Context: an optimization exercise on an open-source flow, tuned for small area, a short achievable clock period and few clock cycles per item. The choices shown serve that exercise and are no tape-out recipe. No activity file was given, so power comes from the tool's default toggle rates.

== the previous run ==
==> module addc, before the edit <==
module addc (x, c, y);
  input [15:0] x;
  input [4:0] c;
  output [15:0] y;
  wire [4:0] lo = {1'b0, x[3:0]} + {1'b0, c[3:0]};
  assign y[3:0] = lo[3:0];
  wire [15:0] dx = 16'h0001 << x[3:0];
  wire [15:0] dc = 16'h0001 << c[3:0];
  reg c4;
  integer u, v;
  always @* begin
    c4 = 1'b0;
    for (u = 1; u < 16; u = u + 1)
      for (v = 16 - u; v < 16; v = v + 1)
        c4 = c4 | (dx[u] & dc[v]);
  end
  wire up = c4 & ~c[4];
  wire dn = ~c4 & c[4];
  assign y[4] = x[4] ^ c4 ^ c[4];
  genvar i;
  generate for (i = 5; i < 16; i = i + 1) begin : gi
    wire pa = &x[i-1:4];
    wire za = ~|x[i-1:4];
    assign y[i] = x[i] ^ ((up & pa) | (dn & za));
  end endgenerate
endmodule
==> module ee457_lab7_P3, before the edit <==
module ee457_lab7_P3 (CLK,RSTB,IMEM_ADDR,IMEM_DATA,WB_WRITE,WB_RA,WB_RD);
input CLK,RSTB;
output [5:0] IMEM_ADDR;
input [31:0] IMEM_DATA;
output reg WB_WRITE;
output reg [3:0] WB_RA;
output reg [15:0] WB_RD;
reg [15:0] wb_we;
wire [255:0] regs_flat;
register_file RF (.we(wb_we), .wd(WB_RD), .regs_flat(regs_flat), .clk(CLK));
function [15:0] init_val(input integer k);
  init_val = (k == 15) ? 16'hffff : (k == 14) ? 16'hfff8 : (16'h0001 << k);
endfunction
function [4:0] kval(input [3:0] op);
  kval = op[2] ? 5'b11101 :    
         op[1] ? 5'b00100 :    
         op[0] ? 5'b00001 :    
                 5'b00000;     
endfunction
reg [5:0] pc;
assign IMEM_ADDR = pc;
always @(posedge CLK, negedge RSTB)
  if (!RSTB) pc <= 6'd0;
  else pc <= pc + 6'd1;
reg id_v, ex_v;
reg [3:0] id_rd, ex_rd;
reg [2:0] id_op;       
reg id_hz;             
reg id_wb, id_b;       
reg id_init;           
reg [15:0] id_sel;     
reg [3:0] id_rx;
reg [4:0] id_c;
reg [15:0] written;
wire [15:0] ex_dec = ex_v ? (16'h0001 << ex_rd) : 16'h0000;
always @(posedge CLK, negedge RSTB)
  if (!RSTB) written <= 16'h0000;
  else written <= written | ex_dec;
wire [3:0] if_rx = IMEM_DATA[3:0];
wire [15:0] if_sel = 16'h0001 << if_rx;
wire [15:0] id_dec = id_v ? (16'h0001 << id_rd) : 16'h0000;
wire if_hz  = |(id_dec & if_sel);                 
wire if_byp = |(ex_dec & if_sel) && !if_hz;       
wire if_rf  = !if_hz && !if_byp;
wire [4:0] if_c0 = kval(IMEM_DATA[31:28]);
wire [4:0] if_c1 = kval(IMEM_DATA[31:28]) + kval({1'b0, id_op});
wire [4:0] if_c = if_hz ? if_c1 : if_c0;
always @(posedge CLK, negedge RSTB)
  if (!RSTB) id_v <= 1'b0;
  else id_v <= |IMEM_DATA[31:28];
always @(posedge CLK) begin
  id_op   <= IMEM_DATA[30:28];
  id_rd   <= IMEM_DATA[7:4];
  id_rx   <= if_rx;
  id_hz   <= if_hz;
  id_wb   <= (if_hz && id_hz) || if_byp;
  id_b    <= if_hz && !id_hz;
  id_init <= if_rf && !written[if_rx];
  id_sel  <= if_sel & written & {16{if_rf}};
  id_c    <= if_c;
end
reg [15:0] rd_val;
integer k;
always @* begin
  rd_val = 16'h0000;
  for (k = 0; k < 16; k = k + 1)
    rd_val = rd_val | ({16{id_sel[k]}} & regs_flat[16*k +: 16]);
end
reg [15:0] ex_b;
reg [4:0] ex_c;
wire [15:0] id_x = ({16{id_wb}} & WB_RD) | ({16{id_b}} & ex_b) | rd_val
                 | ({16{id_init}} & init_val(id_rx));
always @(posedge CLK, negedge RSTB)
  if (!RSTB) ex_v <= 1'b0;
  else ex_v <= id_v;
always @(posedge CLK) begin
  ex_b  <= id_x;
  ex_c  <= id_c;
  ex_rd <= id_rd;
end
wire [15:0] ex_y;
addc AC (.x(ex_b), .c(ex_c), .y(ex_y));
always @(posedge CLK, negedge RSTB)
  if (!RSTB) WB_WRITE <= 1'b0;
  else WB_WRITE <= ex_v;
always @(posedge CLK) begin
  WB_RD <= ex_y;
  WB_RA <= ex_rd;
  wb_we <= ex_dec;    
end
endmodule
Settings: LEC_CHECK=0, ABC_CLOCK_PERIOD_IN_PS=1500, CAP_MARGIN=20, CORE_MARGIN=2, CORE_UTILIZATION=40, CTS_CLUSTER_DIAMETER=80, CTS_CLUSTER_SIZE=25, SETUP_SLACK_MARGIN=1.4, SLEW_MARGIN=20; clock period 3.0 ns.
run.sh (not shown) runs the stock make flow with config.mk's settings and CLKGATE_MAP_FILE= SYNTH_SCRIPT=/design/flow/synth_recipe.tcl, a recipe that flattens the netlist after the stock synthesis.
The previous run: all stages complete, timing, DRC and antenna checks passed
diff inputs: the previous run => the current run
diff --git a/flow/design.v b/flow/design.v
--- a/flow/design.v
+++ b/flow/design.v
@@ -11,34 +11,8 @@
       if (we[j]) regs[j] <= wd;
   genvar k;
   generate for (k = 0; k < 16; k = k + 1) begin : g
     assign regs_flat[16*k +: 16] = regs[k];
-  end endgenerate
-endmodule
-module addc (x, c, y);
-  input [15:0] x;
-  input [4:0] c;
-  output [15:0] y;
-  wire [4:0] lo = {1'b0, x[3:0]} + {1'b0, c[3:0]};
-  assign y[3:0] = lo[3:0];
-  wire [15:0] dx = 16'h0001 << x[3:0];
-  wire [15:0] dc = 16'h0001 << c[3:0];
-  reg c4;
-  integer u, v;
-  always @* begin
-    c4 = 1'b0;
-    for (u = 1; u < 16; u = u + 1)
-      for (v = 16 - u; v < 16; v = v + 1)
-        c4 = c4 | (dx[u] & dc[v]);
-  end
-  wire up = c4 & ~c[4];
-  wire dn = ~c4 & c[4];
-  assign y[4] = x[4] ^ c4 ^ c[4];
-  genvar i;
-  generate for (i = 5; i < 16; i = i + 1) begin : gi
-    wire pa = &x[i-1:4];
-    wire za = ~|x[i-1:4];
-    assign y[i] = x[i] ^ ((up & pa) | (dn & za));
   end endgenerate
 endmodule
 `timescale 1 ns / 100 ps
 module ee457_lab7_P3 (CLK,RSTB,IMEM_ADDR,IMEM_DATA,WB_WRITE,WB_RA,WB_RD);
@@ -80,15 +54,12 @@
   if (!RSTB) written <= 16'h0000;
   else written <= written | ex_dec;
 wire [3:0] if_rx = IMEM_DATA[3:0];
 wire [15:0] if_sel = 16'h0001 << if_rx;
-wire [15:0] id_dec = id_v ? (16'h0001 << id_rd) : 16'h0000;
-wire if_hz  = |(id_dec & if_sel);                 
-wire if_byp = |(ex_dec & if_sel) && !if_hz;       
+wire if_hz  = id_v && id_rd == if_rx;             
+wire if_byp = ex_v && ex_rd == if_rx && !if_hz;   
 wire if_rf  = !if_hz && !if_byp;
-wire [4:0] if_c0 = kval(IMEM_DATA[31:28]);
-wire [4:0] if_c1 = kval(IMEM_DATA[31:28]) + kval({1'b0, id_op});
-wire [4:0] if_c = if_hz ? if_c1 : if_c0;
+wire [4:0] if_c = kval(IMEM_DATA[31:28]) + (if_hz ? kval({1'b0, id_op}) : 5'd0);
 always @(posedge CLK, negedge RSTB)
   if (!RSTB) id_v <= 1'b0;
   else id_v <= |IMEM_DATA[31:28];
 always @(posedge CLK) begin
@@ -120,10 +91,9 @@
   ex_b  <= id_x;
   ex_c  <= id_c;
   ex_rd <= id_rd;
 end
-wire [15:0] ex_y;
-addc AC (.x(ex_b), .c(ex_c), .y(ex_y));
+wire [15:0] ex_y = ex_b + {{11{ex_c[4]}}, ex_c};
 always @(posedge CLK, negedge RSTB)
   if (!RSTB) WB_WRITE <= 1'b0;
   else WB_WRITE <= ex_v;
 always @(posedge CLK) begin
Notes after the runs:
Relative to the previous run, the current run degrades worst setup slack.
Diff the previous run -> the current run: core utilization shows an increase of 0.38 points; sequential cell area share went down by 0.17 points; combinational group share of total power grew by 4.1 points; clock power share -1.4 points; met2 layer usage reported by global route went down by 0.92 points.
No functional check of the RTL was part of any run of this note.

[static timing again, ports no longer ideal]
How much do the figures lean on ideal ports? The routed layouts below were timed once more, with nothing changed but the port constraints. Step 1, drivers: a clkbuf_16 drives CLK and a buf_2 each remaining input, both assumed. Step 2, shift: input delay + t, output delay - t, t = (earliest + latest rising clock arrival at the registers) / 2. This alone moves slack from input paths to output paths. Three values: ideal, step 1, step 2; two values: the first two.
run	t, ns	slack for setup (ns)	worst setup path after step 2	slew at the worst register clock pin (ns)	pins driven straight from the clock port
the previous run	0.582	0.949 / 0.949 / 0.395	input to register	0.10 / 0.10	1
the current run	0.570	0.807 / 0.807 / 0.634	input to register	0.10 / 0.10	1
After both steps every run listed still meets setup and hold. For the previous run, which loses most, drivers alone change the setup slack by 0.000 ns; drivers and shift together by -0.554 ns.
